Source: an optimization exercise on an open RTL-to-GDS flow (aim: small area and a short achievable clock period). Production flows keep margins and buffers that such runs may drop.
At most, simulation tests tie the RTL to the original design; equivalence was not proved.
No functional check of the RTL was part of runs 1 and 3.
Power figures rest on the tool's default switching activity, not on a simulated workload.

$ cat design/flow/design.v
package FPU_pkg;
    parameter F_LENGHT=16;
    parameter F_SIGN=1;
    parameter F_MANT=7;
    parameter F_EXP= 8;
    parameter F_EXP_BIAS=(2 ** (F_EXP-1))-1;
    parameter EXP_MAX= (2**F_EXP)-1;
    parameter INF_E_F			=	15'b111111110000000;  
	parameter SNAN_E_F			=	15'b111111110111111;  
	parameter QNAN_E_F			=	15'b111111111000000;  
	parameter ZERO_E_F			=	15'b000000000000000;  
endpackage 
import FPU_pkg::*;
module lampFPU_FMA( clk,rst,
sign_op1_i,mant_op1_i,exp_op1_i,isZ_op1_i,isInf_op1_i, isSNAN_op1_i, isQNAN_op1_i,
sign_op2_i,mant_op2_i,exp_op2_i,isZ_op2_i,isInf_op2_i, isSNAN_op2_i, isQNAN_op2_i,
sign_op3_i,mant_op3_i,exp_op3_i,isInf_op3_i, isSNAN_op3_i, isQNAN_op3_i,
doFMU_i,is_mult_sub_i,is_add_sub_i,  
res_sign_o,res_mant_o, res_exp_o,
is_Overflow_o,is_Underflow_o,is_to_round_o,valid_o
);
input clk,rst;
input [F_SIGN-1:0]          sign_op1_i;
input [(F_MANT-1)+1:0]      mant_op1_i;  
input [(F_EXP-1)+1:0]       exp_op1_i;
input                       isZ_op1_i;
input						isInf_op1_i;
input						isSNAN_op1_i;
input						isQNAN_op1_i;
input [F_SIGN-1:0]          sign_op2_i;
input [(F_MANT-1)+1:0]      mant_op2_i;  
input [(F_EXP-1)+1:0]       exp_op2_i;
input                       isZ_op2_i;
input						isInf_op2_i;
input						isSNAN_op2_i;
input						isQNAN_op2_i;
input [F_SIGN-1:0]          sign_op3_i;
input [(F_MANT-1)+1:0]      mant_op3_i;  
input [(F_EXP+1)-1:0]       exp_op3_i;
input						isInf_op3_i;
input						isSNAN_op3_i;
input						isQNAN_op3_i;
input                       doFMU_i;
input                       is_mult_sub_i;
input                       is_add_sub_i;
output logic [F_SIGN-1:0]          res_sign_o;
output logic [5+(F_MANT-1):0]      res_mant_o;  
output logic [F_EXP-1:0]           res_exp_o;
output logic                       is_Overflow_o;
output logic                       is_Underflow_o;
output logic                       is_to_round_o;
output logic                       valid_o;
	function automatic logic[3:0] FUNC_calcInfNanRes (
				input isMultSub_i, input isOpSub_i,
				input isZero_op1_i, isInf_op1_i,  input isSNan_op1_i, input isQNan_op1_i,
				input isZero_op2_i, isInf_op2_i,  input isSNan_op2_i, input isQNan_op2_i,
				input sign_mult_i,input sign_op3_i,
				input isInf_op3_i, input isSNan_op3_i, input isQNan_op3_i
			);
		logic realMult_sign,realOp3_sign;
		logic isNan_op1;
		logic isNan_op2;
		logic isNan_op3;
		logic isValidRes, isInfRes, isNanRes, signRes;
		isNan_op1 = isSNan_op1_i || isQNan_op1_i;
		isNan_op2 = isSNan_op2_i || isQNan_op2_i;
		isNan_op3 = isSNan_op3_i || isQNan_op3_i;
		isNanRes = 0; isInfRes = 0; signRes = 0;
		realMult_sign   = sign_mult_i ^ isMultSub_i;
		realOp3_sign 	= sign_op3_i ^ isOpSub_i;
		isValidRes 		= (isZero_op1_i|| isZero_op2_i ||isInf_op1_i || isInf_op2_i ||isInf_op3_i|| isNan_op1 || isNan_op2||isNan_op3) ? 1 : 0;
		if (isNan_op1)
		begin  
			isInfRes = 0; isNanRes = 1; signRes = sign_mult_i;
		end
		else if (isNan_op2)
		begin
			isInfRes = 0; isNanRes = 1; signRes = sign_mult_i;
		end
		else if (isNan_op3)
		begin
			isInfRes = 0; isNanRes = 1; signRes = sign_op3_i;
		end
		else  
		begin
			case({isZero_op1_i,isZero_op2_i,isInf_op1_i,isInf_op2_i,realMult_sign,realOp3_sign,isInf_op3_i})
			     7'b00_00_00_0:begin isNanRes = 0; isInfRes = 0; signRes = 0;   end
			     7'b00_00_00_1:begin isNanRes = 0; isInfRes = 1; signRes = 0;   end
			     7'b00_00_01_0:begin isNanRes = 0; isInfRes = 0; signRes = 0;   end
			     7'b00_00_01_1:begin isNanRes = 0; isInfRes = 1; signRes = 1;   end
			     7'b00_00_10_0:begin isNanRes = 0; isInfRes = 0; signRes = 0;   end
			     7'b00_00_10_1:begin isNanRes = 0; isInfRes = 1; signRes = 1;   end
			     7'b00_00_11_0:begin isNanRes = 0; isInfRes = 0; signRes = 0;   end
			     7'b00_00_11_1:begin isNanRes = 0; isInfRes = 1; signRes = 0;   end
			     7'b00_01_00_0:begin isNanRes = 0; isInfRes = 1; signRes = 0;   end
			     7'b00_01_00_1:begin isNanRes = 0; isInfRes = 1; signRes = 0;   end
			     7'b00_01_01_0:begin isNanRes = 0; isInfRes = 1; signRes = 0;   end
			     7'b00_01_01_1:begin isNanRes = 1; isInfRes = 0; signRes = 1;   end
			     7'b00_01_10_0:begin isNanRes = 0; isInfRes = 1; signRes = 1;   end
			     7'b00_01_10_1:begin isNanRes = 1; isInfRes = 0; signRes = 1;   end
			     7'b00_01_11_0:begin isNanRes = 0; isInfRes = 1; signRes = 1;   end
			     7'b00_01_11_1:begin isNanRes = 0; isInfRes = 1; signRes = 1;   end
			     7'b00_10_00_0:begin isNanRes = 0; isInfRes = 1; signRes = 0;   end
			     7'b00_10_00_1:begin isNanRes = 0; isInfRes = 1; signRes = 0;   end
			     7'b00_10_01_0:begin isNanRes = 0; isInfRes = 1; signRes = 0;   end
			     7'b00_10_01_1:begin isNanRes = 1; isInfRes = 0; signRes = 1;   end
				 7'b00_10_10_0:begin isNanRes = 0; isInfRes = 1; signRes = 1;   end
			     7'b00_10_10_1:begin isNanRes = 1; isInfRes = 0; signRes = 1;   end
			     7'b00_10_11_0:begin isNanRes = 0; isInfRes = 1; signRes = 1;   end
			     7'b00_10_11_1:begin isNanRes = 0; isInfRes = 1; signRes = 1;   end
			     7'b00_11_00_0:begin isNanRes = 0; isInfRes = 1; signRes = 0;   end
			     7'b00_11_00_1:begin isNanRes = 0; isInfRes = 1; signRes = 0;   end
			     7'b00_11_01_0:begin isNanRes = 0; isInfRes = 1; signRes = 0;   end			     
			     7'b00_11_01_1:begin isNanRes = 1; isInfRes = 0; signRes = 1;   end
			     7'b00_11_10_0:begin isNanRes = 0; isInfRes = 1; signRes = 1;   end
			     7'b00_11_10_1:begin isNanRes = 1; isInfRes = 0; signRes = 1;   end
			     7'b00_11_11_0:begin isNanRes = 0; isInfRes = 1; signRes = 1;   end
			     7'b00_11_11_1:begin isNanRes = 0; isInfRes = 1; signRes = 1;   end
			     7'b01_00_00_0:begin isNanRes = 0; isInfRes = 0; signRes = 0;   end
			     7'b01_00_00_1:begin isNanRes = 0; isInfRes = 1; signRes = 0;   end
			     7'b01_00_01_0:begin isNanRes = 0; isInfRes = 0; signRes = 1;   end
			     7'b01_00_01_1:begin isNanRes = 0; isInfRes = 1; signRes = 1;   end
			     7'b01_00_10_0:begin isNanRes = 0; isInfRes = 0; signRes = 0;   end
			     7'b01_00_10_1:begin isNanRes = 0; isInfRes = 1; signRes = 0;   end
			     7'b01_00_11_0:begin isNanRes = 0; isInfRes = 0; signRes = 1;   end
			     7'b01_00_11_1:begin isNanRes = 0; isInfRes = 1; signRes = 1;   end
			     7'b01_01_00_0:begin isNanRes = 1; isInfRes = 0; signRes = 0;   end
			     7'b01_01_00_1:begin isNanRes = 1; isInfRes = 0; signRes = 0;   end
			     7'b01_01_01_0:begin isNanRes = 1; isInfRes = 0; signRes = 1;   end
			     7'b01_01_01_1:begin isNanRes = 0; isInfRes = 0; signRes = 1;   end
			     7'b01_01_10_0:begin isNanRes = 1; isInfRes = 0; signRes = 1;   end
			     7'b01_01_10_1:begin isNanRes = 1; isInfRes = 0; signRes = 0;   end
			     7'b01_01_11_1:begin isNanRes = 1; isInfRes = 0; signRes = 1;   end
			     7'b01_10_00_0:begin isNanRes = 1; isInfRes = 0; signRes = 0;   end
			     7'b01_10_00_1:begin isNanRes = 1; isInfRes = 0; signRes = 0;   end
			     7'b01_10_01_0:begin isNanRes = 1; isInfRes = 0; signRes = 1;   end
			     7'b01_10_01_1:begin isNanRes = 1; isInfRes = 0; signRes = 1;   end
			     7'b01_10_10_0:begin isNanRes = 1; isInfRes = 0; signRes = 1;   end
			     7'b01_10_10_1:begin isNanRes = 1; isInfRes = 0; signRes = 1;   end
			     7'b01_10_11_0:begin isNanRes = 1; isInfRes = 0; signRes = 1;   end
			     7'b01_10_11_1:begin isNanRes = 1; isInfRes = 0; signRes = 1;   end
			     7'b01_11_00_0:begin isNanRes = 1; isInfRes = 0; signRes = 0;   end
			     7'b01_11_00_1:begin isNanRes = 1; isInfRes = 0; signRes = 0;   end
			     7'b01_11_01_0:begin isNanRes = 1; isInfRes = 0; signRes = 1;   end
			     7'b01_11_01_1:begin isNanRes = 1; isInfRes = 0; signRes = 1;   end
			     7'b01_11_10_0:begin isNanRes = 1; isInfRes = 0; signRes = 1;   end
			     7'b01_11_10_1:begin isNanRes = 1; isInfRes = 0; signRes = 1;   end
			     7'b01_11_11_1:begin isNanRes = 1; isInfRes = 0; signRes = 1;   end
			     7'b10_00_00_0:begin isNanRes = 0; isInfRes = 0; signRes = 0;   end
			     7'b10_00_00_1:begin isNanRes = 0; isInfRes = 1; signRes = 0;   end
			     7'b10_00_01_0:begin isNanRes = 0; isInfRes = 0; signRes = 1;   end
			     7'b10_00_01_1:begin isNanRes = 0; isInfRes = 1; signRes = 1;   end
			     7'b10_00_10_0:begin isNanRes = 0; isInfRes = 0; signRes = 0;   end
			     7'b10_00_10_1:begin isNanRes = 0; isInfRes = 1; signRes = 0;   end
			     7'b10_00_11_0:begin isNanRes = 0; isInfRes = 0; signRes = 1;   end
			     7'b10_00_11_1:begin isNanRes = 0; isInfRes = 1; signRes = 1;   end
			     7'b10_01_00_0:begin isNanRes = 1; isInfRes = 0; signRes = 0;   end
			     7'b10_01_00_1:begin isNanRes = 1; isInfRes = 0; signRes = 0;   end
			     7'b10_01_01_0:begin isNanRes = 1; isInfRes = 0; signRes = 1;   end
			     7'b10_01_01_1:begin isNanRes = 1; isInfRes = 0; signRes = 1;   end
			     7'b10_01_10_0:begin isNanRes = 1; isInfRes = 0; signRes = 1;   end
			     7'b10_01_10_1:begin isNanRes = 1; isInfRes = 0; signRes = 1;   end
			     7'b10_01_11_0:begin isNanRes = 1; isInfRes = 0; signRes = 1;   end
			     7'b10_01_11_1:begin isNanRes = 1; isInfRes = 0; signRes = 1;   end
			     7'b10_10_00_0:begin isNanRes = 1; isInfRes = 0; signRes = 0;   end
			     7'b10_10_00_1:begin isNanRes = 1; isInfRes = 0; signRes = 0;   end
			     7'b10_10_01_0:begin isNanRes = 1; isInfRes = 0; signRes = 1;   end
			     7'b10_10_01_1:begin isNanRes = 1; isInfRes = 0; signRes = 1;   end
			     7'b10_10_10_0:begin isNanRes = 1; isInfRes = 0; signRes = 1;   end
			     7'b10_10_10_1:begin isNanRes = 1; isInfRes = 0; signRes = 1;   end
			     7'b10_10_11_0:begin isNanRes = 1; isInfRes = 0; signRes = 1;   end
			     7'b10_10_11_1:begin isNanRes = 1; isInfRes = 0; signRes = 1;   end
			     7'b10_11_00_0:begin isNanRes = 1; isInfRes = 0; signRes = 0;   end
			     7'b10_11_00_1:begin isNanRes = 1; isInfRes = 0; signRes = 0;   end
			     7'b10_11_01_0:begin isNanRes = 1; isInfRes = 0; signRes = 1;   end
			     7'b10_11_01_1:begin isNanRes = 1; isInfRes = 0; signRes = 1;   end
			     7'b10_11_10_0:begin isNanRes = 1; isInfRes = 0; signRes = 1;   end
			     7'b10_11_10_1:begin isNanRes = 1; isInfRes = 0; signRes = 1;   end
			     7'b10_11_11_0:begin isNanRes = 1; isInfRes = 0; signRes = 1;   end
			     7'b10_11_11_1:begin isNanRes = 1; isInfRes = 0; signRes = 1;   end
			     7'b11_00_00_0:begin isNanRes = 0; isInfRes = 0; signRes = 0;   end
			     7'b11_00_00_1:begin isNanRes = 0; isInfRes = 1; signRes = 0;   end
			     7'b11_00_01_0:begin isNanRes = 0; isInfRes = 0; signRes = 1;   end
			     7'b11_00_01_1:begin isNanRes = 0; isInfRes = 1; signRes = 1;   end
			     7'b11_00_10_0:begin isNanRes = 0; isInfRes = 0; signRes = 0;   end
			     7'b11_00_10_1:begin isNanRes = 0; isInfRes = 1; signRes = 0;   end
			     7'b11_00_11_0:begin isNanRes = 0; isInfRes = 0; signRes = 1;   end
			     7'b11_00_11_1:begin isNanRes = 0; isInfRes = 1; signRes = 1;   end
			     7'b11_01_00_0:begin isNanRes = 1; isInfRes = 0; signRes = 0;   end
			     7'b11_01_00_1:begin isNanRes = 1; isInfRes = 0; signRes = 0;   end
			     7'b11_01_01_0:begin isNanRes = 1; isInfRes = 0; signRes = 1;   end
			     7'b11_01_01_1:begin isNanRes = 1; isInfRes = 0; signRes = 1;   end
			     7'b11_01_10_0:begin isNanRes = 1; isInfRes = 0; signRes = 1;   end
			     7'b11_01_10_1:begin isNanRes = 1; isInfRes = 0; signRes = 1;   end
			     7'b11_01_11_0:begin isNanRes = 1; isInfRes = 0; signRes = 1;   end
			     7'b11_01_11_1:begin isNanRes = 1; isInfRes = 0; signRes = 1;   end
			     7'b11_10_00_0:begin isNanRes = 1; isInfRes = 0; signRes = 0;   end
			     7'b11_10_00_1:begin isNanRes = 1; isInfRes = 0; signRes = 0;   end
			     7'b11_10_01_0:begin isNanRes = 1; isInfRes = 0; signRes = 1;   end
			     7'b11_10_01_1:begin isNanRes = 1; isInfRes = 0; signRes = 1;   end
			     7'b11_10_10_0:begin isNanRes = 1; isInfRes = 0; signRes = 1;   end
			     7'b11_10_10_1:begin isNanRes = 1; isInfRes = 0; signRes = 1;   end
			     7'b11_10_11_1:begin isNanRes = 1; isInfRes = 0; signRes = 1;   end
			     7'b11_11_00_0:begin isNanRes = 1; isInfRes = 0; signRes = 0;   end
			     7'b11_11_00_1:begin isNanRes = 1; isInfRes = 0; signRes = 0;   end
			     7'b11_11_01_0:begin isNanRes = 1; isInfRes = 0; signRes = 1;   end
			     7'b11_11_01_1:begin isNanRes = 1; isInfRes = 0; signRes = 1;   end
			     7'b11_11_10_0:begin isNanRes = 1; isInfRes = 0; signRes = 1;   end
			     7'b11_11_10_1:begin isNanRes = 1; isInfRes = 0; signRes = 1;   end
			     7'b11_11_11_0:begin isNanRes = 1; isInfRes = 0; signRes = 1;   end
			     7'b11_11_11_1:begin isNanRes = 1; isInfRes = 0; signRes = 1;   end
			endcase
		end
		FUNC_calcInfNanRes = {isValidRes, isInfRes, isNanRes, signRes};
	endfunction    
logic [15:0] prod;
logic [8:0]  exp_prod;
logic signed [10:0] align;       
logic        op3_only;           
logic        mult_sign, do_sub;
logic [23:0] op3_al;
logic [8:0]  exp_pre;
logic        chk_valid, chk_inf, chk_nan, chk_sign, chk_spec;
logic [15:0] prod_r;             
logic [23:0] op3_r;              
logic        sub_r;              
logic        exp_gt_r;           
logic        exp_eq_r;           
logic [7:0]  exp_r;
logic        sign_gt_r, sign_le_r;   
logic        force_ff_r, nan_r, ovf_r, noround_r, valid_r;
always_comb begin
    mult_sign = sign_op1_i ^ sign_op2_i;
    prod      = mant_op1_i * mant_op2_i;
    exp_prod  = exp_op1_i + exp_op2_i - 9'd127;
    align     = $signed({2'b0, exp_prod}) - $signed({2'b0, exp_op3_i}) + 11'sd9;
    op3_only  = align < 0;
    if (op3_only)
        op3_al = {9'b0, mant_op3_i, 7'b0};
    else if (align > 23)
        op3_al = '0;
    else
        op3_al = {mant_op3_i, 16'b0} >> align[4:0];
    do_sub    = sign_op1_i ^ sign_op2_i ^ sign_op3_i ^ is_mult_sub_i ^ is_add_sub_i;
    exp_pre   = op3_only ? exp_op3_i : exp_prod;
    {chk_valid, chk_inf, chk_nan, chk_sign} = FUNC_calcInfNanRes(
        is_mult_sub_i, is_add_sub_i,
        isZ_op1_i, isInf_op1_i, isSNAN_op1_i, isQNAN_op1_i,
        isZ_op2_i, isInf_op2_i, isSNAN_op2_i, isQNAN_op2_i,
        mult_sign, sign_op3_i,
        isInf_op3_i, isSNAN_op3_i, isQNAN_op3_i);
    chk_spec  = chk_inf | chk_nan;
end
always_ff @(posedge clk) begin
    if (rst) begin
        prod_r     <= '0;
        op3_r      <= '0;
        sub_r      <= 1'b0;
        exp_gt_r   <= 1'b0;
        exp_eq_r   <= 1'b0;
        exp_r      <= '0;
        sign_gt_r  <= 1'b0;
        sign_le_r  <= 1'b0;
        force_ff_r <= 1'b0;
        nan_r      <= 1'b0;
        ovf_r      <= 1'b0;
        noround_r  <= 1'b0;
        valid_r    <= 1'b0;
    end else begin
        prod_r     <= op3_only ? 16'b0 : prod;
        op3_r      <= op3_al ^ {24{do_sub & ~op3_only}};
        sub_r      <= do_sub & ~op3_only;
        exp_gt_r   <= align > 9;
        exp_eq_r   <= align == 9;
        exp_r      <= exp_pre[7:0];
        sign_gt_r  <= chk_spec ? chk_sign : (mult_sign ^ is_mult_sub_i);
        sign_le_r  <= chk_spec ? chk_sign : (sign_op3_i ^ is_add_sub_i);
        force_ff_r <= chk_spec | exp_pre[8];
        nan_r      <= chk_nan & ~chk_inf;
        ovf_r      <= ~chk_spec & exp_pre[8];
        noround_r  <= chk_spec | chk_valid;
        valid_r    <= doFMU_i;
    end
end
logic        mult_gt;
logic [24:0] add_a, add_b, add_p, add_g, grp_g, grp_p, carry, sum;
logic [31:0] n0, n1, n2, n3, n4, n5;
logic [4:0]  lz;
logic        sum_zero;
logic signed [9:0] exp_adj;
logic        unf;
logic [11:0] mant_n;
logic [7:0]  exp_n;
always_comb begin
    mult_gt = exp_gt_r | (exp_eq_r & (prod_r[14:7] > (op3_r[14:7] ^ {8{sub_r}})));
    add_a = {9'b0, prod_r};
    add_b = {sub_r, op3_r};
    add_p = add_a ^ add_b;
    add_g = add_a & add_b;
    grp_g = add_g;
    grp_p = add_p;
    for (int l = 0; l < 5; l++)
        for (int i = 0; i < 25; i++)
            if ((i >> l) & 1) begin
                grp_g[i] = grp_g[i] | (grp_p[i] & grp_g[((i >> l) << l) - 1]);
                grp_p[i] = grp_p[i] & grp_p[((i >> l) << l) - 1];
            end
    carry[0] = sub_r & mult_gt;
    for (int i = 1; i < 25; i++)
        carry[i] = grp_g[i-1] | (sub_r & mult_gt & grp_p[i-1]);
    sum = add_p ^ carry ^ {sub_r & mult_gt, {24{sub_r & ~mult_gt}}};
    n0 = {sum[23:0], 8'b0};
    lz[4] = ~|n0[31:16]; n1 = lz[4] ? {n0[15:0], 16'b0} : n0;
    lz[3] = ~|n1[31:24]; n2 = lz[3] ? {n1[23:0], 8'b0}  : n1;
    lz[2] = ~|n2[31:28]; n3 = lz[2] ? {n2[27:0], 4'b0}  : n2;
    lz[1] = ~|n3[31:30]; n4 = lz[1] ? {n3[29:0], 2'b0}  : n3;
    lz[0] = ~n4[31];     n5 = lz[0] ? {n4[30:0], 1'b0}  : n4;
    sum_zero = ~n5[31];
    exp_adj  = sum_zero ? $signed({2'b0, exp_r}) : $signed({2'b0, exp_r}) + 10'sd9 - $signed({5'b0, lz});
    unf      = exp_adj < 0;
    mant_n   = {sum[24] & (lz == 5'd0), n5[31:22], |n5[21:17]};
    exp_n    = unf ? 8'b0 : exp_adj[7:0];
end
always_ff @(posedge clk) begin
    if (rst) begin
        res_sign_o     <= 1'b0;
        res_mant_o     <= '0;
        res_exp_o      <= '0;
        is_Overflow_o  <= 1'b0;
        is_Underflow_o <= 1'b0;
        is_to_round_o  <= 1'b0;
        valid_o        <= 1'b0;
    end else begin
        res_sign_o     <= mult_gt ? sign_gt_r : sign_le_r;
        res_mant_o     <= force_ff_r ? {nan_r, 11'b0} : mant_n;
        res_exp_o      <= force_ff_r ? 8'hff : exp_n;
        is_Overflow_o  <= ovf_r;
        is_Underflow_o <= ~force_ff_r & unf;
        is_to_round_o  <= ~noround_r;
        valid_o        <= valid_r;
    end
end
endmodule
$ cat design/flow/flow/run.sh
#!/bin/bash
# Standard layout, except that the port buffers are buf_2 cells instead of
# the delay-cell buffers buffer_ports picks by default. Every port still gets a buffer.
set -euo pipefail
bash standard.sh BUFFER_PORTS_ARGS="-buffer_cell sky130_fd_sc_hd__buf_2" finish > standard_make.log 2>&1
$ cat design/flow/standard.sh
#!/bin/bash
# synth_recipe.tcl (not shown) runs the flow's synth.tcl, then flattens the netlist and writes it again
# the make line also repeats each setting of config.mk as NAME=value (left out here)
make -C /OpenROAD-flow-scripts/flow DESIGN_CONFIG=/design/flow/config.mk WORK_HOME=/design/flow/orfs CLKGATE_MAP_FILE= SYNTH_SCRIPT=/design/flow/synth_recipe.tcl "${@:-finish}"
$ cat design/flow/config.mk
export PLATFORM = sky130hd
export DESIGN_NAME = lampFPU_FMA
export DESIGN_NICKNAME = lampFPU_FMA
export VERILOG_FILES = /design/flow/design.v
export SDC_FILE = /design/flow/constraint.sdc
export NUM_CORES = 4
export LEC_CHECK = 0
export ABC_AREA = 1
export CAP_MARGIN = 20
export CORE_MARGIN = 2
export CORE_UTILIZATION = 40
export SETUP_SLACK_MARGIN = 3
export SLEW_MARGIN = 20
$ cat design/flow/constraint.sdc
create_clock -name core_clock -period 10.0 [get_ports {clk}]
set_input_delay 2.0000 -clock core_clock [delete_from_list [all_inputs] [get_ports {clk}]]
set_output_delay 2.0000 -clock core_clock [all_outputs]
set_load 0.01 [all_outputs]
==> results of run 1 <==
==> critical path, cell delays in order <==
cell	delay, ps
buf_2	100
ha_1	270
ha_1	190
inv_1	60
fa_1	400
xnor2_1	160
ha_1	350
nand2_1	60
o21ai_0	260
a21oi_1	120
o21ai_0	260
a21oi_1	110
o21bai_1	160
xnor2_1	110
inv_1	70
nand2_1	60
nand2_1	60
buf_4	300
clkinv_1	370
nor2_2	420
clkinvlp_4	370
o21ai_0	160
inv_1	50
a211oi_1	250
==> worst max path at each step <==
| stage | slack, ps | cells past startpoint | to | from |
|---|---|---|---|---|
| after floorplan | 3900 | 42 | res_exp_o[7] | sub_r |
| after global placement | 3210 | 24 | op3_r[12] | exp_op1_i[1] |
| after detailed placement | 3090 | 24 | op3_r[10] | exp_op1_i[1] |
| after CTS | 3420 | 43 | res_exp_o[6] | sub_r |
| after global routing | 3030 | 45 | res_exp_o[6] | sub_r |
| final | 3500 | 24 | op3_r[10] | exp_op1_i[1] |
==> routing by layer <==
| metal | part of all wire (%) | global-route usage (%) |
|---|---|---|
| met1 | 50 | 26.4 |
| met2 | 45 | 30.6 |
| met3 | 3.4 | 2.05 |
| met4 | 1.1 | 4.02 |
| met5 | 0 | 0 |
==> cell usage in the layout, fill, tap and decap left out, types with 12 or more instances in the layout <==
cell | netlist | final
nor2_1 | 134 | 133
nand3_1 | 84 | 84
nand2_1 | 399 | 399
dfxtp_1 | 83 | 83
xor2_1 | 26 | 26
fa_1 | 40 | 40
inv_1 | 282 | 281
o21ai_1 | 14 | 14
a21oi_1 | 77 | 76
xnor2_1 | 19 | 19
buf_2 | 3 | 94
inv_2 | 13 | 12
ha_1 | 102 | 102
nor3_1 | 13 | 13
o21ai_0 | 93 | 93
nand4_1 | 19 | 19
==> flip-flops by register name, indices dropped and copies added (netlist names) <==
name	count
op3_r	24
prod_r	16
res_mant_o	12
exp_r	8
res_exp_o	8
exp_eq_r	1
exp_gt_r	1
force_ff_r	1
is_Overflow_o	1
is_Underflow_o	1
is_to_round_o	1
nan_r	1
noround_r	1
ovf_r	1
res_sign_o	1
sign_gt_r	1
sign_le_r	1
sub_r	1
valid_o	1
valid_r	1
==> cell families (layout without fill, tap and decap cells) <==
| kind of cell | count (synthesis) | count (layout) | share of synthesized area, % |
|---|---|---|---|
| AOI/OAI and AO/OA | 229 | 229 | 13.0 |
| xor gates and xnor gates | 46 | 46 | 4.15 |
| adders and majority gates | 142 | 142 | 21.0 |
| buffers and inverters | 353 | 415 | 14.2 |
| DFF | 83 | 83 | 16.8 |
| muxes | 2 | 2 | 0.203 |
| and+or+nand+nor | 702 | 703 | 30.6 |
==> stage by stage <==
stage,util [%],area [um2],hold WS [ps],setup slack [ps],cells
global placement,43.2,10500,367,3210,1926
finish,44.7,10900,392,3500,1944
CTS,44.5,10800,400,3420,1942
global route,44.7,10900,407,3030,1944
floorplan,-,9880,363,3900,1557
detailed placement,43.2,10500,373,3090,1926
==> area by class of cell <==
type                    instances  share of cell area [%]
flip-flops and latches         83                    15.3
repair buffers                 97                    4.60
well taps                     324                    3.73
multi-input cells            1122                    63.0
inverters                     301                    10.5
clock inverters                 6                   0.668
clock buffers                  10                    2.11
repair inverters                1                  0.0691
==> power by group <==
group | switching (W) | internal (W)
sequential | 0.0000479 | 0.000412
combinational | 0.00139 | 0.000724
clock | 0.000139 | 0.000196
==> results_dict.tcl, run 1 <==
set metrics [dict create \
    hold_viol 0 \
    async_reset_ff_share_pct 0 \
    finalSetupTns_ps 0 \
    hp-class "reg2reg" \
    nFillCells 2547 \
    ir_worst_vdd_mv 0.154 \
    cts.clk_slew.worst_paths_ps 60 \
    io_pins 95 \
    core_um2 24300 \
    multiInputGateArea_um2 6840 \
    io_buffers 94 \
    hpwl_um 19600 \
    dieArea_um2 26000 \
    grt_max_degree 36 \
    post_cts_resized 0 \
    synth_top_area_cell "dfxtp_1" \
    cts.path.max_buffers 2 \
    fin_nets 1827 \
    synth_edf_count 0 \
    synth_area_leaders "dfxtp_1 (17%), nand2_1 (15%), ha_1 (13%)" \
    gp_congestion 0.901 \
    rsz0062_at_grt "false" \
    start_kind "input port" \
    synth.distinct_cells 56 \
    r2r_slack_ps 3620 \
    die_h_um 161 \
    cts_buffers 9 \
    ys_top_cells_by_count "nand2_1 (399), inv_1 (282), nor2_1 (134)" \
    r2r-end "res_exp_o[6]" \
    grt_pass1_wl_um 40700 \
    gr-total-overflow 0 \
    clock_sinks 83 \
    r2r_cells 41 \
    postCtsSetupRepairBufs 0 \
    rows 57 \
    wl_per_cell_um 12.2 \
    cts-root-buf "clkbuf_16" \
    cap_violations 0 \
    cts_hold_buf 0 \
    min_from "noround_r" \
    routed_wl_um 23800 \
    rr_startpoint "sub_r" \
    fin_skew_ps 5.83 \
    drive_gt1_share_pct 11.2 \
    start_util_pct 40.6 \
    finalCritPeriodShare_pct 65.0 \
    ys_seq_area_share_pct 16.8 \
    syn_inst 1557 \
    grt_pass1_vias 8799 \
    end_kind "flip-flop" \
    drv_slew 0 \
    hold_end "is_to_round_o" \
    finalSetupViolCount 0 \
    status "finished clean" \
    htreeDepth 3 \
    leakage_nw 6.09 \
    synth-seq-cells 83 \
    n_antenna_cell 0 \
    antenna_left 0 \
    finalPower_w 0.00291 \
    first_pass_iters 5 \
    grt_usage_pct 18.6 \
    drt_iter0_markers 563 \
    regArea_um2 1660 \
    synth_top_area_share_pct 16.8 \
    drc_errors 0 \
    arrival_ps 6750 \
    viasPerCell 4.83 \
    antenna_found_initial 0 \
    areaGrowthSynthToFinish_pct 9.91 \
    worst_pin_slew_ps 662 \
    syn-cell-area_um2 9880 \
    cp.required_ps 10250 \
    max_freq_mhz 154 \
    yosysMostFrequentCell "nand2_1" \
    ys_dominant_reg_cell "dfxtp_1" \
    period_minus_slack_ps 6500 \
    critical_path_class "in2reg" \
    hold_depth 1 \
    synth_warnings 1 \
    syn_avg_cell_area_um2 6.35 \
    die_w_um 161 \
    critPathMaxFanout 31 \
    maxSlewHeadroom_pct 55.7 \
    tritoncts "done" \
    vias 9381 \
    syn_nets 1769 \
    power_density_nw_per_um2 268 \
    clock_latency_ps 340 \
]
==> run 2: changes to the inputs <==
--- a/design/flow/design.v
+++ b/design/flow/design.v
@@ -215,7 +215,7 @@
 	endfunction    
 logic [15:0] prod;
 logic [8:0]  exp_prod;
-logic signed [10:0] align;       
+logic [10:0] align;              
 logic        op3_only;           
 logic        mult_sign, do_sub;
 logic [23:0] op3_al;
@@ -233,11 +233,11 @@
     mult_sign = sign_op1_i ^ sign_op2_i;
     prod      = mant_op1_i * mant_op2_i;
     exp_prod  = exp_op1_i + exp_op2_i - 9'd127;
-    align     = $signed({2'b0, exp_prod}) - $signed({2'b0, exp_op3_i}) + 11'sd9;
-    op3_only  = align < 0;
+    align     = {2'b0, exp_prod} - {2'b0, exp_op3_i} + 11'd9;
+    op3_only  = align[10];
     if (op3_only)
         op3_al = {9'b0, mant_op3_i, 7'b0};
-    else if (align > 23)
+    else if (align > 11'd23)
         op3_al = '0;
     else
         op3_al = {mant_op3_i, 16'b0} >> align[4:0];
@@ -270,8 +270,8 @@
         prod_r     <= op3_only ? 16'b0 : prod;
         op3_r      <= op3_al ^ {24{do_sub & ~op3_only}};
         sub_r      <= do_sub & ~op3_only;
-        exp_gt_r   <= align > 9;
-        exp_eq_r   <= align == 9;
+        exp_gt_r   <= ~align[10] & (align > 11'd9);
+        exp_eq_r   <= align == 11'd9;
         exp_r      <= exp_pre[7:0];
         sign_gt_r  <= chk_spec ? chk_sign : (mult_sign ^ is_mult_sub_i);
         sign_le_r  <= chk_spec ? chk_sign : (sign_op3_i ^ is_add_sub_i);
@@ -287,7 +287,7 @@
 logic [31:0] n0, n1, n2, n3, n4, n5;
 logic [4:0]  lz;
 logic        sum_zero;
-logic signed [9:0] exp_adj;
+logic [9:0]  exp_adj;            
 logic        unf;
 logic [11:0] mant_n;
 logic [7:0]  exp_n;
@@ -316,8 +316,8 @@
     lz[1] = ~|n3[31:30]; n4 = lz[1] ? {n3[29:0], 2'b0}  : n3;
     lz[0] = ~n4[31];     n5 = lz[0] ? {n4[30:0], 1'b0}  : n4;
     sum_zero = ~n5[31];
-    exp_adj  = sum_zero ? $signed({2'b0, exp_r}) : $signed({2'b0, exp_r}) + 10'sd9 - $signed({5'b0, lz});
-    unf      = exp_adj < 0;
+    exp_adj  = sum_zero ? {2'b0, exp_r} : {2'b0, exp_r} + 10'd9 - {5'b0, lz};
+    unf      = exp_adj[9];
     mant_n   = {sum[24] & (lz == 5'd0), n5[31:22], |n5[21:17]};
     exp_n    = unf ? 8'b0 : exp_adj[7:0];
 end
==> design/flow/flow/run.sh (replaced) <==
#!/bin/bash
# Standard layout, except that the port buffers are buf_1 cells instead of
# the delay-cell buffers buffer_ports picks by default. Every port still gets a buffer.
set -euo pipefail
bash standard.sh BUFFER_PORTS_ARGS="-buffer_cell sky130_fd_sc_hd__buf_1" finish > standard_make.log 2>&1
==> run 2 against run 1 <==
  * Sequential share of layout area about the same
  * Utilization about the same
  * Count of clock-buffer cells in the layout unchanged
  * Clock power decreased by 6%
  * Critical endpoint is now res_exp_o[3]
  * Largest cell class unchanged
==> results_dict.tcl, run 2 <==
set metrics [dict create \
    status "finished clean" \
    io_pins 95 \
    grt_pass1_wl_um 41200 \
    end_kind "flip-flop" \
    rows 57 \
    final_cell_mix "nand2_1 (411), inv_1 (274), nor2_1 (130), ha_1 (102), buf_1 (94)" \
    tritoncts "done" \
    cap_violations 0 \
    antenna_left 0 \
    cts.clk_slew.worst_paths_ps 60 \
    slowest_delay_ps 410 \
    async_reset_ff_share_pct 0 \
    io_buffers 94 \
    start_util_pct 40.8 \
    fin_ws_ps 3480 \
    yosysMostFrequentCell "nand2_1" \
    antenna_found_initial 0 \
    synth_top_area_share_pct 16.8 \
    multiInputGateArea_um2 6980 \
    maxSlewHeadroom_pct 35.8 \
    largest_reg_flops 24 \
    max_freq_mhz 153 \
    critical_path_class "reg2reg" \
    fin_nets 1823 \
    arrival_ps 6750 \
    gr-total-overflow 0 \
    clock_latency_ps 350 \
    finalSetupViolCount 0 \
    hold_viol 0 \
    routed_wl_um 23800 \
    cp.required_ps 10240 \
    wl_per_cell_um 12.3 \
    ir_worst_vdd_mv 0.145 \
    gp_congestion 0.917 \
    leakage_nw 5.87 \
    die_w_um 161 \
    syn_avg_cell_area_um2 6.40 \
    crit_top_cell "nand2_1" \
    layout_commonest_cell "nand2_1" \
    core_um2 24300 \
    finalSetupTns_ps 0 \
    final_cell_area_um2 10900 \
    power_density_nw_per_um2 284 \
    syn-cell-area_um2 9920 \
    ys_top_cells_by_count "nand2_1 (413), inv_1 (275), nor2_1 (132)" \
    cts.path.max_buffers 2 \
    cp_top_family "simple AND/OR/NAND/NOR gates" \
    hp-class "reg2reg" \
    nFillCells 2570 \
    cpMaxStageDelayCell "fa_1" \
    grt_pass1_vias 9001 \
    place_inst 1917 \
    clock_sinks 83 \
    synth.distinct_cells 55 \
    cts_hold_buf 0 \
    rr_startpoint "sub_r" \
    grt_usage_pct 18.9 \
    grt_max_degree 36 \
    ys_seq_area_share_pct 16.8 \
    cp-startpoint "sub_r" \
    rsz0062_at_grt "false" \
    fin_skew_ps 12.4 \
    vias 9369 \
    cts_buffers 9 \
    finalCritPeriodShare_pct 65.2 \
    areaGrowthSynthToFinish_pct 9.51 \
    synth_warnings 1 \
    drv_slew 0 \
    synth_edf_count 0 \
    syn_inst 1550 \
    dieArea_um2 26100 \
    critPathMaxFanout 20 \
    viasPerCell 4.83 \
    die_h_um 161 \
    synth_top_area_cell "dfxtp_1" \
    drive_gt1_share_pct 5.88 \
    first_pass_iters 7 \
    path_buf_inv 7 \
    regArea_um2 1660 \
    synth_area_leaders "dfxtp_1 (17%), nand2_1 (16%), ha_1 (13%)" \
    worst_pin_slew_ps 961 \
    top_regs "op3_r x24, prod_r x16, res_mant_o x12" \
    htreeDepth 3 \
    start_kind "flip-flop" \
    hpwl_um 19200 \
    drt_iter0_markers 563 \
    min_from "noround_r" \
    cts-root-buf "clkbuf_16" \
    n_antenna_cell 0 \
    drc_errors 0 \
    dpl_cell_area_um2 10400 \
    finalNonFillerCells 1940 \
    ys_dominant_reg_cell "dfxtp_1" \
    synth-seq-cells 83 \
    dpl_worst_slack_ps 2500 \
    largest_register "op3_r" \
    syn_nets 1762 \
    period_minus_slack_ps 6520 \
]
[run 2: changes by cell type in the layout (fill, tap and decap cells not counted), moves of 6 or more]
cell and delta:
xor2_1 +15, a21oi_1 -7, buf_1 +94, nand4_1 -7, or2_2 -6, buf_2 -94, inv_1 -7, nand2_1 +12
o21ai_0 -10
[run 2: logic make-up after synthesis]
family / share of synthesized area (%)
AO/OA/AOI/OAI: 12.0
XOR/XNOR: 5.30
adder cells (fa/ha/maj): 20.9
buffers and inverters: 13.7
flip-flops: 16.8
multiplexers: 0.101
AND/OR/NAND/NOR: 31.2
[run 2: per-stage QoR]
step                      util (%)  total power [W]  hold WS [ps]
after floorplan                  -          0.00234           363
after global placement        42.9          0.00269           377
after detailed placement      42.9          0.00270           384
after CTS                     44.2          0.00305           394
after global routing          44.7          0.00349           411
final                         44.7          0.00308           390
[run 2: layer usage]
layer,vias to the layer above,part of all wire (%),wire [um],GRT usage [%]
met1,4242,49,11700,26.0
met4,0,1.4,344,4.14
met5,-,0,0,0
li1,4934,-,-,-
met3,21,3.7,884,2.05
met2,172,46,10900,31.8
[run 2: cell type report]
| cell class | count | share of cell area [%] |
|---|---|---|
| timing repair buffer | 101 | 4.01 |
| sequential | 83 | 15.3 |
| inverter | 290 | 10.1 |
| clock buffer | 10 | 2.20 |
| clock inverter | 6 | 0.426 |
| tap | 324 | 3.73 |
| multi-input combinational | 1126 | 64.2 |
[run 2: worst paths after layout]
check	to	slack, ps	cells after the start
min reg2reg	is_to_round_o	390	1
max	res_exp_o[3]	3480	42
min	is_to_round_o	390	1
max reg2reg	res_exp_o[3]	3480	42
[run 2: where the power goes]
part           internal, W  switching [W]  leakage (nW)
sequential        0.000413      0.0000461         0.685
clock             0.000177       0.000140         0.135
combinational     0.000784        0.00152          5.05
total              0.00137        0.00171          5.87
[run 2: repair_timing]
action / in CTS / in global routing
hold endpoints to repair: 0 / 0
buffers inserted: 0 / 3
endpoints found under the setup margin: 10 / 22
pin swaps: 0 / 4
cloned: 1 / 3
gates resized for setup: 4 / 17
[run 2: worst reg2reg max path: cells and delay by family, from the launching register on]
| kind | cells | cell delay (ps) |
|---|---|---|
| compound gates | 6 | 1000 |
| xor+xnor | 3 | 650 |
| fa+ha+maj | 3 | 900 |
| buf+inv | 7 | 850 |
| flops | 1 | 390 |
| simple gates | 23 | 2630 |
==> run 3: changes to the inputs <==
--- a/design/flow/design.v
+++ b/design/flow/design.v
@@ -226,7 +226,7 @@
 logic        sub_r;              
 logic        exp_gt_r;           
 logic        exp_eq_r;           
-logic [7:0]  exp_r;
+logic [7:0]  exp_r;              
 logic        sign_gt_r, sign_le_r;   
 logic        force_ff_r, nan_r, ovf_r, noround_r, valid_r;
 always_comb begin
@@ -287,6 +287,7 @@
 logic [31:0] n0, n1, n2, n3, n4, n5;
 logic [4:0]  lz;
 logic        sum_zero;
+logic [8:0]  exp9;
 logic [9:0]  exp_adj;            
 logic        unf;
 logic [11:0] mant_n;
@@ -315,11 +316,12 @@
     lz[2] = ~|n2[31:28]; n3 = lz[2] ? {n2[27:0], 4'b0}  : n2;
     lz[1] = ~|n3[31:30]; n4 = lz[1] ? {n3[29:0], 2'b0}  : n3;
     lz[0] = ~n4[31];     n5 = lz[0] ? {n4[30:0], 1'b0}  : n4;
-    sum_zero = ~n5[31];
-    exp_adj  = sum_zero ? {2'b0, exp_r} : {2'b0, exp_r} + 10'd9 - {5'b0, lz};
-    unf      = exp_adj[9];
+    sum_zero = ~|sum[23:0];
+    exp9     = {1'b0, exp_r} + 9'd9;
+    exp_adj  = {1'b0, exp9} - {5'b0, lz};
+    unf      = ~sum_zero & exp_adj[9];
     mant_n   = {sum[24] & (lz == 5'd0), n5[31:22], |n5[21:17]};
-    exp_n    = unf ? 8'b0 : exp_adj[7:0];
+    exp_n    = sum_zero ? exp_r : (unf ? 8'b0 : exp_adj[7:0]);
 end
 always_ff @(posedge clk) begin
     if (rst) begin
--- a/design/flow/config.mk
+++ b/design/flow/config.mk
@@ -9,5 +9,7 @@
 export CAP_MARGIN = 20
 export CORE_MARGIN = 2
 export CORE_UTILIZATION = 40
-export SETUP_SLACK_MARGIN = 3
+export CTS_BUF_LIST = sky130_fd_sc_hd__clkbuf_8
+export SETUP_SLACK_MARGIN = 4
 export SLEW_MARGIN = 20
+export TNS_END_PERCENT = 10
==> run 3 against run 2 <==
  * Global-route usage down 0.10 points
  * Still clean
  * Final cell count up 3.4%
  * Largest power group unchanged
  * Wire length up 7.0%
  * Critical path type unchanged
  * Synthesized cell count down 0.32%
==> results_dict.tcl, run 3 <==
set metrics [dict create \
    status "finished clean" \
    cts.path.max_buffers 2 \
    antenna_found_initial 0 \
    grt_pass1_vias 8824 \
    period_minus_slack_ps 5880 \
    ir_worst_vdd_mv 0.131 \
    synth.distinct_cells 53 \
    finalCritPeriodShare_pct 58.8 \
    routed_wl_um 25500 \
    crit_top_cell "nand2_2" \
    fin_skew_ps 17.6 \
    wl_per_cell_um 12.7 \
    syn_avg_cell_area_um2 6.37 \
    antenna_left 0 \
    grt_pass1_wl_um 40800 \
    drive_gt1_share_pct 16.7 \
    drv_slew 0 \
    syn-cell-area_um2 9840 \
    gp_congestion 0.897 \
    grt_max_degree 29 \
    dieArea_um2 25900 \
    top_regs "op3_r x24, prod_r x16, res_mant_o x12" \
    cts_buffers 9 \
    tritoncts "done" \
    arrival_ps 6180 \
    hpwl_um 19200 \
    power_density_nw_per_um2 282 \
    largest_reg_flops 24 \
    cts-root-buf "clkbuf_8" \
    critical_path_class "reg2reg" \
    start_util_pct 40.6 \
    synth_top_area_share_pct 16.9 \
    hp-class "reg2reg" \
    synth_edf_count 0 \
    cts_hold_buf 0 \
    layout_commonest_cell "nand2_1" \
    yosysMostFrequentCell "nand2_1" \
    dpl_worst_slack_ps 2890 \
    async_reset_ff_share_pct 0 \
    final_cell_mix "nand2_1 (379), inv_1 (239), nor2_1 (130), ha_1 (97), dfxtp_1 (82)" \
    end_kind "flip-flop" \
    cap_violations 0 \
    critPathMaxFanout 8 \
    first_pass_iters 5 \
    cpMaxStageDelayCell "dfxtp_4" \
    multiInputGateArea_um2 7470 \
    areaGrowthSynthToFinish_pct 20.2 \
    nFillCells 2525 \
    finalSetupTns_ps 0 \
    max_freq_mhz 170 \
    drt_iter0_markers 532 \
    worst_pin_slew_ps 813 \
    dpl_cell_area_um2 10400 \
    clock_latency_ps 380 \
    finalPower_w 0.00334 \
    core_um2 24200 \
    vias 9801 \
    regArea_um2 1670 \
    n_antenna_cell 0 \
    start_kind "flip-flop" \
    hold_viol 0 \
    path_buf_inv 9 \
    ys_dominant_reg_cell "dfxtp_1" \
    ys_seq_area_share_pct 16.9 \
    maxSlewHeadroom_pct 45.3 \
    finalSetupViolCount 0 \
    synth_top_area_cell "dfxtp_1" \
    fin_ws_ps 4120 \
    slowest_delay_ps 370 \
    die_h_um 161 \
    fin_nets 1888 \
    clock_sinks 83 \
    ys_top_cells_by_count "nand2_1 (425), inv_1 (251), nor2_1 (138)" \
    syn_inst 1545 \
    final_cell_area_um2 11800 \
    die_w_um 161 \
    syn_nets 1757 \
    drc_errors 0 \
    synth_area_leaders "dfxtp_1 (17%), nand2_1 (16%), ha_1 (13%)" \
    io_pins 95 \
    synth-seq-cells 83 \
    largest_register "op3_r" \
    grt_usage_pct 18.8 \
    synth_warnings 1 \
    htreeDepth 3 \
    cts.clk_slew.worst_paths_ps 80 \
    rows 57 \
    gr-total-overflow 0 \
    leakage_nw 6.19 \
    viasPerCell 4.89 \
    io_buffers 94 \
    cp_top_family "simple AND/OR/NAND/NOR gates" \
    rsz0062_at_grt "true" \
    cp.required_ps 10300 \
]
==> run 3: cells by family (layout without fill, tap and decap cells) <==
group / after synthesis / in the layout / share of synthesized area [%]
simple gates: 730 / 735 / 32.2
buf+inv: 319 / 450 / 12.7
compound gates: 217 / 217 / 12.2
fa+ha+maj: 142 / 142 / 21.1
flops: 83 / 83 / 16.9
xor+xnor: 54 / 54 / 4.81
==> run 3: stage by stage <==
step | cells | hold WS (ps) | utilization (%)
floorplan | 1545 | 363 | -
global placement | 1915 | 370 | 42.9
detailed placement | 1915 | 370 | 42.9
CTS | 1956 | 382 | 45.1
global route | 2005 | 401 | 48.8
finish | 2005 | 380 | 48.8
==> run 3: path summary, 6_finish.rpt <==
check / startpoint / endpoint / slack (ps) / cells after the start
setup / recovery: sub_r / res_exp_o[4] / 4120 / 47
hold / removal: noround_r / is_to_round_o / 380 / 1
setup reg to reg: sub_r / res_exp_o[4] / 4120 / 47
hold reg to reg: noround_r / is_to_round_o / 380 / 1
==> run 3: cell type report <==
class                   count  area share (%)
well taps                 324            3.43
clock inverters             5           0.508
multi-input cells        1148            63.2
flip-flops and latches     83            14.1
repair inverters            4           0.222
inverters                 269            8.89
repair buffers            161            8.42
clock buffers              11            1.28
==> run 3: where the power goes <==
group          switching [W]  internal [W]
clock network       0.000125      0.000130
registers          0.0000475      0.000409
logic                0.00162       0.00101
total                0.00179       0.00155
==> run 3: worst register-to-register path: cells and delay by family (launching register included) <==
family / cells / cell delay (ps)
compound gates: 5 / 570
xor+xnor: 1 / 130
fa+ha+maj: 3 / 780
buf+inv: 9 / 990
flops: 1 / 370
simple gates: 29 / 3000
==> run 3: per-layer routing <==
metal	share of wire, %	global-route usage [%]
met4	1.0	3.73
met1	48	26.0
met3	3.4	2.51
met2	48	31.4
met5	0	0
==> run 3: what timing repair did <==
item | 4_1_cts | 5_1_grt
pin swaps | 7 | 89
gates cloned | 3 | 8
endpoints found under the setup margin | 32 | 43
setup buffers | 22 | 41
gates resized for setup | 31 | 155
==> run 4: changes to the inputs <==
--- a/design/flow/design.v
+++ b/design/flow/design.v
@@ -220,13 +220,14 @@
 logic        mult_sign, do_sub;
 logic [23:0] op3_al;
 logic [8:0]  exp_pre;
+logic [8:0]  exp9_prod, exp9_op3;
 logic        chk_valid, chk_inf, chk_nan, chk_sign, chk_spec;
 logic [15:0] prod_r;             
 logic [23:0] op3_r;              
 logic        sub_r;              
 logic        exp_gt_r;           
 logic        exp_eq_r;           
-logic [7:0]  exp_r;              
+logic [8:0]  exp9_r;             
 logic        sign_gt_r, sign_le_r;   
 logic        force_ff_r, nan_r, ovf_r, noround_r, valid_r;
 always_comb begin
@@ -243,6 +244,8 @@
         op3_al = {mant_op3_i, 16'b0} >> align[4:0];
     do_sub    = sign_op1_i ^ sign_op2_i ^ sign_op3_i ^ is_mult_sub_i ^ is_add_sub_i;
     exp_pre   = op3_only ? exp_op3_i : exp_prod;
+    exp9_prod = {1'b0, exp_prod[7:0]} + 9'd9;
+    exp9_op3  = {1'b0, exp_op3_i[7:0]} + 9'd9;
     {chk_valid, chk_inf, chk_nan, chk_sign} = FUNC_calcInfNanRes(
         is_mult_sub_i, is_add_sub_i,
         isZ_op1_i, isInf_op1_i, isSNAN_op1_i, isQNAN_op1_i,
@@ -258,7 +261,7 @@
         sub_r      <= 1'b0;
         exp_gt_r   <= 1'b0;
         exp_eq_r   <= 1'b0;
-        exp_r      <= '0;
+        exp9_r     <= '0;
         sign_gt_r  <= 1'b0;
         sign_le_r  <= 1'b0;
         force_ff_r <= 1'b0;
@@ -272,7 +275,7 @@
         sub_r      <= do_sub & ~op3_only;
         exp_gt_r   <= ~align[10] & (align > 11'd9);
         exp_eq_r   <= align == 11'd9;
-        exp_r      <= exp_pre[7:0];
+        exp9_r     <= (op3_only ? exp9_op3 : exp9_prod) ^ 9'd9;
         sign_gt_r  <= chk_spec ? chk_sign : (mult_sign ^ is_mult_sub_i);
         sign_le_r  <= chk_spec ? chk_sign : (sign_op3_i ^ is_add_sub_i);
         force_ff_r <= chk_spec | exp_pre[8];
@@ -288,6 +291,7 @@
 logic [4:0]  lz;
 logic        sum_zero;
 logic [8:0]  exp9;
+logic [7:0]  exp_z;
 logic [9:0]  exp_adj;            
 logic        unf;
 logic [11:0] mant_n;
@@ -317,11 +321,12 @@
     lz[1] = ~|n3[31:30]; n4 = lz[1] ? {n3[29:0], 2'b0}  : n3;
     lz[0] = ~n4[31];     n5 = lz[0] ? {n4[30:0], 1'b0}  : n4;
     sum_zero = ~|sum[23:0];
-    exp9     = {1'b0, exp_r} + 9'd9;
+    exp9     = exp9_r ^ 9'd9;
+    exp_z    = exp9[7:0] - 8'd9;
     exp_adj  = {1'b0, exp9} - {5'b0, lz};
     unf      = ~sum_zero & exp_adj[9];
     mant_n   = {sum[24] & (lz == 5'd0), n5[31:22], |n5[21:17]};
-    exp_n    = sum_zero ? exp_r : (unf ? 8'b0 : exp_adj[7:0]);
+    exp_n    = sum_zero ? exp_z : (unf ? 8'b0 : exp_adj[7:0]);
 end
 always_ff @(posedge clk) begin
     if (rst) begin
--- a/design/flow/config.mk
+++ b/design/flow/config.mk
@@ -9,7 +9,5 @@
 export CAP_MARGIN = 20
 export CORE_MARGIN = 2
 export CORE_UTILIZATION = 40
-export CTS_BUF_LIST = sky130_fd_sc_hd__clkbuf_8
-export SETUP_SLACK_MARGIN = 4
+export SETUP_SLACK_MARGIN = 3
 export SLEW_MARGIN = 20
-export TNS_END_PERCENT = 10
==> run 4 against run 3 <==
  * Flip-flop and latch count up 1
  * Clock power rose by 44%
  * Synthesized area up 2.6%
  * Worst hold slack better by 5.1 ps
  * Cell area down 6.6%
  * Highest routed layer unchanged
==> results_dict.tcl, run 4 <==
set metrics [dict create \
    synth_area_leaders "nand2_1 (17%), dfxtp_1 (17%), ha_1 (12%)" \
    largest_register "op3_r" \
    max_freq_mhz 155 \
    io_pins 95 \
    first_pass_iters 5 \
    die_h_um 163 \
    syn_nets 1837 \
    fin_nets 1898 \
    ys_top_cells_by_count "nand2_1 (458), inv_1 (300), nor2_1 (136)" \
    antenna_found_initial 0 \
    tritoncts "done" \
    synth_edf_count 0 \
    critical_path_class "in2reg" \
    synth_warnings 1 \
    grt_usage_pct 18.7 \
    rows 58 \
    htreeDepth 3 \
    gp_congestion 0.892 \
    arrival_ps 6670 \
    gr-total-overflow 0 \
    clock_sinks 84 \
    synth_compound_area_share_pct 11.5 \
    viasPerCell 4.83 \
    finalCritPeriodShare_pct 64.4 \
    synth_mux_area_share_pct 0.198 \
    wl_per_cell_um 11.9 \
    die_w_um 163 \
    power_density_nw_per_um2 271 \
    async_reset_ff_share_pct 0 \
    io_buffers 94 \
    layout_commonest_cell "nand2_1" \
    synth_simple_gate_area_share_pct 32.8 \
    end_kind "flip-flop" \
    grt_pass1_wl_um 41200 \
    maxSlewHeadroom_pct 44.2 \
    syn_avg_cell_area_um2 6.19 \
    hpwl_um 19700 \
    cts_hold_buf 0 \
    cp.required_ps 10230 \
    drv_slew 0 \
    synthAdderAreaFrac_pct 20.0 \
    areaGrowthSynthToFinish_pct 9.49 \
    cts.path.max_buffers 2 \
    drive_gt1_share_pct 4.25 \
    final_cell_mix "nand2_1 (457), inv_1 (299), nor2_1 (136), o21ai_0 (110), ha_1 (97)" \
    start_kind "input port" \
    grt_max_degree 33 \
    yosysMostFrequentCell "nand2_1" \
    synth_top_area_cell "nand2_1" \
    synth-seq-cells 84 \
    ys_dominant_reg_cell "dfxtp_1" \
    ir_worst_vdd_mv 0.151 \
    cts-root-buf "clkbuf_16" \
    finalSetupViolCount 0 \
    antenna_left 0 \
    core_um2 25000 \
    cts_buffers 9 \
    hp-class "reg2reg" \
    routed_wl_um 24100 \
    cts.clk_slew.worst_paths_ps 60 \
    status "finished clean" \
    nFillCells 2769 \
    drc_errors 0 \
    period_minus_slack_ps 6440 \
    start_util_pct 40.4 \
    syn_inst 1630 \
    critPathMaxFanout 15 \
    synth.distinct_cells 49 \
    largest_reg_flops 24 \
    top_regs "op3_r x24, prod_r x16, res_mant_o x12" \
    ys_seq_area_share_pct 16.7 \
    vias 9781 \
    drt_iter0_markers 570 \
    fin_skew_ps 7.30 \
    n_antenna_cell 0 \
    rsz0062_at_grt "false" \
    synth_top_area_share_pct 17.0 \
    leakage_nw 6.04 \
    clock_latency_ps 350 \
    grt_pass1_vias 8927 \
    finalSetupTns_ps 0 \
    syn-cell-area_um2 10100 \
    worst_pin_slew_ps 834 \
    synth-xor-area-share_pct 5.03 \
    synth_top_family_by_area "simple AND/OR/NAND/NOR gates" \
    hold_viol 0 \
    cap_violations 0 \
    finalPower_w 0.00299 \
    dieArea_um2 26500 \
]
## run 4: changes by cell type in the layout (fill, tap and decap cells not counted), moves of 21 or more
cell,previous run,this run
nand2_1,379,457
inv_1,239,299
buf_4,61,4
nand2_2,53,11
o21ai_0,77,110
nand3_1,68,89
## run 4: final timing paths
check	slack (ps)	from	to	depth (start not counted)
max	3560	exp_op1_i[1]	op3_r[12]	25
min	390	noround_r	is_to_round_o	1
max reg2reg	3710	sub_r	res_exp_o[6]	41
min reg2reg	390	noround_r	is_to_round_o	1
## run 4: area by class of cell
class | count | area, um2 | area share, %
Inverter | 311 | 1170 | 10.6
Multi-Input combinational cell | 1185 | 7040 | 63.7
Clock buffer | 10 | 239 | 2.16
Clock inverter | 6 | 95.1 | 0.860
Sequential cell | 84 | 1680 | 15.2
Tap cell | 330 | 413 | 3.74
Timing Repair Buffer | 99 | 397 | 3.59
Timing Repair inverter | 1 | 7.51 | 0.0679
## run 4: critical path, cell delays in order
cell	delay [ps]
buf_1	70
ha_1	270
ha_1	160
inv_1	50
fa_1	480
inv_1	50
ha_1	330
a21oi_1	170
o31ai_1	110
or2_2	280
nand2_1	90
inv_1	50
or2_2	280
nand2_1	370
inv_1	320
o21ai_0	180
a21oi_1	100
nand2_1	140
clkinv_1	260
nand2_1	170
inv_1	190
o21ai_0	210
o21ai_0	190
nand2_1	90
a21oi_1	70
## run 4: repair_timing
item,4_1_cts,5_1_grt
setup endpoints to repair,0,33
buffers inserted,0,2
gates resized for setup,0,11
## run 4: through the flow
stage	setup WS, ps	utilization [%]	hold slack [ps]	std cells	cell area [um2]
after floorplan	3930	-	363	1630	10100
final	3560	44.3	386	2026	11100
after detailed placement	2880	42.7	370	2006	10700
after global routing	3000	44.3	409	2026	11100
after CTS	3170	44.0	384	2022	11000
after global placement	3040	42.7	374	2006	10700
## run 4: cells by family after synthesis
family | Yosys count
AOI/OAI and AO/OA | 213
xor gates and xnor gates | 58
adders and majority gates | 137
buffers and inverters | 362
DFF | 84
muxes | 2
and+or+nand+nor | 774
## run 4: where the power goes
| group | switching (W) | internal [W] | total [W] |
|---|---|---|---|
| Clock | 0.000140 | 0.000228 | 0.000367 |
| Sequential | 0.0000531 | 0.000424 | 0.000477 |
| Combinational | 0.00142 | 0.000732 | 0.00215 |
| Total | 0.00161 | 0.00138 | 0.00299 |
## run 4: per-layer routing
metal,track usage (%),up-vias,part of all wire [%]
li1,-,5192,-
met1,25.7,4412,50
met2,30.8,159,45
met3,3.16,18,4.0
met4,3.66,0,1.0
met5,0,-,0
==> run 5: changes to the inputs <==
--- a/design/flow/config.mk
+++ b/design/flow/config.mk
@@ -8,6 +8,6 @@
 export ABC_AREA = 1
 export CAP_MARGIN = 20
 export CORE_MARGIN = 2
-export CORE_UTILIZATION = 40
+export CORE_UTILIZATION = 55
 export SETUP_SLACK_MARGIN = 3
 export SLEW_MARGIN = 20
==> run 5 against run 4 <==
  * Still clean on timing, DRC and antenna
  * Cell area shrank 1.5%
  * Via count grew 1.2%
  * Synthesized cell count is the same
  * Synthesized area is the same
  * Die area shrank 27%
  * Sequential share of layout area grew 0.27 points
==> results_dict.tcl, run 5 <==
set metrics [dict create \
    status "finished clean" \
    pwr-share-comb_pct 72.0 \
    grt_max_degree 32 \
    synth-seq-cells 84 \
    antenna_found_initial 0 \
    synth_mux_area_share_pct 0.198 \
    areaGrowthSynthToFinish_pct 7.86 \
    top_regs "op3_r x24, prod_r x16, res_mant_o x12" \
    period_minus_slack_ps 6410 \
    p_sw_w 0.00164 \
    drive_gt1_share_pct 4.30 \
    hold_end "is_to_round_o" \
    critical_path_class "in2reg" \
    io_buffers 94 \
    syn-cell-area_um2 10100 \
    arrival_ps 6690 \
    clkPwrFrac_pct 11.8 \
    critPathMaxFanout 21 \
    r2r_cells 37 \
    synth_area_leaders "nand2_1 (17%), dfxtp_1 (17%), ha_1 (12%)" \
    synth_warnings 1 \
    rows 49 \
    seq_power_share_pct 16.2 \
    routed_wl_um 24700 \
    viasPerCell 5.14 \
    n_antenna_cell 0 \
    cp_top_family "simple AND/OR/NAND/NOR gates" \
    grt_pass1_wl_um 41900 \
    cts-root-buf "clkbuf_16" \
    synth.distinct_cells 49 \
    layout_commonest_cell "nand2_1" \
    start_kind "input port" \
    final_cell_area_um2 10900 \
    drc_errors 0 \
    drv_slew 0 \
    cpMaxStageDelayCell "fa_1" \
    clock_latency_ps 360 \
    fin_skew_ps 15.9 \
    end_kind "flip-flop" \
    dpl_cell_area_um2 10500 \
    wl_per_cell_um 12.8 \
    final_cell_mix "nand2_1 (457), inv_1 (299), nor2_1 (135), o21ai_0 (111), ha_1 (97)" \
    vias 9898 \
    synth_top_family_by_area "simple AND/OR/NAND/NOR gates" \
    largest_register "op3_r" \
    synth_edf_count 0 \
    r2r_slack_ps 3660 \
    die_w_um 139 \
    r2r-end "res_exp_o[6]" \
    ir_worst_vdd_mv 0.245 \
    synth_compound_area_share_pct 11.5 \
    path_buf_inv 3 \
    rsz0062_at_grt "false" \
    dieArea_um2 19500 \
    cts_buffers 9 \
    cts.path.max_buffers 2 \
    p_int_w 0.00136 \
    finalSetupTns_ps 0 \
    worst_pin_slew_ps 921 \
    maxSlewHeadroom_pct 38.5 \
    leakage_nw 6.02 \
    gp_congestion 0.930 \
    hp-class "reg2reg" \
    first_pass_iters 8 \
    max_freq_mhz 156 \
    antenna_left 0 \
    crit_top_cell "nand2_1" \
    syn_nets 1837 \
    async_reset_ff_share_pct 0 \
    grt_pass1_vias 9011 \
    synth_top_area_share_pct 17.0 \
    hold_depth 1 \
    core_um2 18000 \
    synthAdderAreaFrac_pct 20.0 \
    cp.required_ps 10280 \
    grt_usage_pct 25.6 \
    largest_reg_flops 24 \
    htreeDepth 3 \
    power_density_nw_per_um2 275 \
    drt_iter0_markers 735 \
    gr-total-overflow 0 \
    fin_nets 1898 \
    ys_seq_area_share_pct 16.7 \
    die_h_um 139 \
    finalSetupViolCount 0 \
    synth-xor-area-share_pct 5.03 \
    slowest_delay_ps 390 \
    finalCritPeriodShare_pct 64.1 \
    yosysMostFrequentCell "nand2_1" \
    syn_inst 1630 \
    start_util_pct 56.2 \
    hpwl_um 20000 \
    ys_dominant_reg_cell "dfxtp_1" \
    sw_frac_of_total_pct 54.7 \
    io_pins 95 \
    nFillCells 1831 \
    tritoncts "done" \
    hold_viol 0 \
    syn_avg_cell_area_um2 6.19 \
    min_from "noround_r" \
    ys_top_cells_by_count "nand2_1 (458), inv_1 (300), nor2_1 (136)" \
    clock_sinks 84 \
    cap_violations 0 \
    synth_simple_gate_area_share_pct 32.8 \
    cts.clk_slew.worst_paths_ps 60 \
    synth_top_area_cell "nand2_1" \
    rr_startpoint "sub_r" \
]
## run 5: how the worst max path moves through the flow
| stage | cells after the start | slack [ps] | end | start |
|---|---|---|---|---|
| 5_1_grt | 43 | 3000 | res_exp_o[6] | sub_r |
| 2_1_floorplan | 28 | 3930 | prod_r[15] | mant_op1_i[1] |
| 4_1_cts | 24 | 3040 | op3_r[10] | exp_op1_i[1] |
| 3_3_place_gp | 24 | 2680 | op3_r[10] | exp_op1_i[1] |
| 3_5_place_dp | 24 | 2670 | op3_r[10] | exp_op1_i[1] |
| 6_report | 28 | 3590 | exp9_r[6] | exp_op1_i[1] |
## run 5: layout make-up
class | instances | area (um2) | area share (%)
repair inverters | 1 | 7.51 | 0.0690
clock inverters | 6 | 70.1 | 0.644
flip-flops and latches | 84 | 1690 | 15.5
clock buffers | 10 | 239 | 2.20
well taps | 229 | 287 | 2.63
multi-input cells | 1185 | 7030 | 64.6
repair buffers | 99 | 390 | 3.59
inverters | 311 | 1170 | 10.8
## run 5: cells by family after synthesis
group                      after synthesis
muxes                                    2
and+or+nand+nor                        774
xor gates and xnor gates                58
adders and majority gates              137
DFF                                     84
buffers and inverters                  362
AOI/OAI and AO/OA                      213
## run 5: power groups by stage
stage / sequential (W) / clock, W / combinational [W]
after floorplan: 0.000483 / 0 / 0.00172
after global placement: 0.000494 / 0 / 0.00211
after detailed placement: 0.000493 / 0 / 0.00212
after CTS: 0.000485 / 0.000360 / 0.00213
after global routing: 0.000494 / 0.000372 / 0.00249
final: 0.000485 / 0.000353 / 0.00216
## run 5: timing repair
item	CTS	global route
gates resized for setup	0	8
setup buffers	0	3
hold buffers	0	0
setup endpoints to repair	0	33
## run 5: metal layers
| metal | share of wire, % | wire length, um | track usage [%] | vias up |
|---|---|---|---|---|
| met5 | 0 | 0 | 0 | - |
| met2 | 43 | 10700 | 40.4 | 265 |
| li1 | - | - | - | 5184 |
| met3 | 6.2 | 1530 | 4.13 | 39 |
| met1 | 49 | 12000 | 37.1 | 4410 |
| met4 | 1.6 | 389 | 5.48 | 0 |
## run 5: per-stage QoR
step / utilization, % / setup WS (ps) / total power [W] / hold WS [ps] / std cells
3_3_place_gp: 58.5 / 2680 / 0.00260 / 375 / 1904
5_1_grt: 60.6 / 3000 / 0.00336 / 396 / 1925
4_1_cts: 60.3 / 3040 / 0.00298 / 379 / 1920
2_1_floorplan: - / 3930 / 0.00220 / 363 / 1630
3_5_place_dp: 58.5 / 2670 / 0.00261 / 370 / 1904
6_report: 60.6 / 3590 / 0.00300 / 376 / 1925
## run 5: worst reg2reg max path, delay by kind of cell (launching register included)
kind | cells | cell delay, ps
AOI/OAI and AO/OA | 6 | 1080
buffers and inverters | 6 | 510
and+or+nand+nor | 17 | 2200
DFF | 1 | 520
adders and majority gates | 4 | 1200
xor gates and xnor gates | 4 | 720

separate check: timing with driven ports:
Ports are ideal in the flow. The routed layouts listed here were re-timed in OpenROAD. Step 1: set_driving_cell puts a clkbuf_16 on clk and a buf_2 on each other input, an assumption about the parent block. Step 2 times the ports against the registers' clock, not the clock port: input delays grow and output delays shrink by t, the midpoint of the rising clock arrivals with the driver on. a / b / c = ideal / step 1 / step 2; a / b = the first two.
| run | shift t [ns] | slack for setup (ns) | hold WS [ns] | worst setup path at the end | clock arrival spread, ns |
|---|---|---|---|---|---|
| run 1 | 0.383 | 3.505 / 3.529 / 3.146 | 0.392 / 0.392 / 0.392 | input to register | 0.006 / 0.006 |
| run 2 | 0.381 | 3.483 / 3.483 / 3.259 | 0.390 / 0.390 / 0.390 | input to register | 0.012 / 0.012 |
| run 3 | 0.405 | 4.120 / 4.120 / 3.837 | 0.380 / 0.380 / 0.380 | input to register | 0.018 / 0.017 |
| run 4 | 0.392 | 3.565 / 3.587 / 3.195 | 0.386 / 0.386 / 0.386 | input to register | 0.008 / 0.007 |
| run 5 | 0.389 | 3.587 / 3.607 / 3.218 | 0.376 / 0.376 / 0.376 | input to register | 0.017 / 0.016 |
After both steps setup and hold are still met in every run listed. For run 4, which loses most, drivers alone change the setup slack by +0.022 ns; drivers and shift together by -0.370 ns.
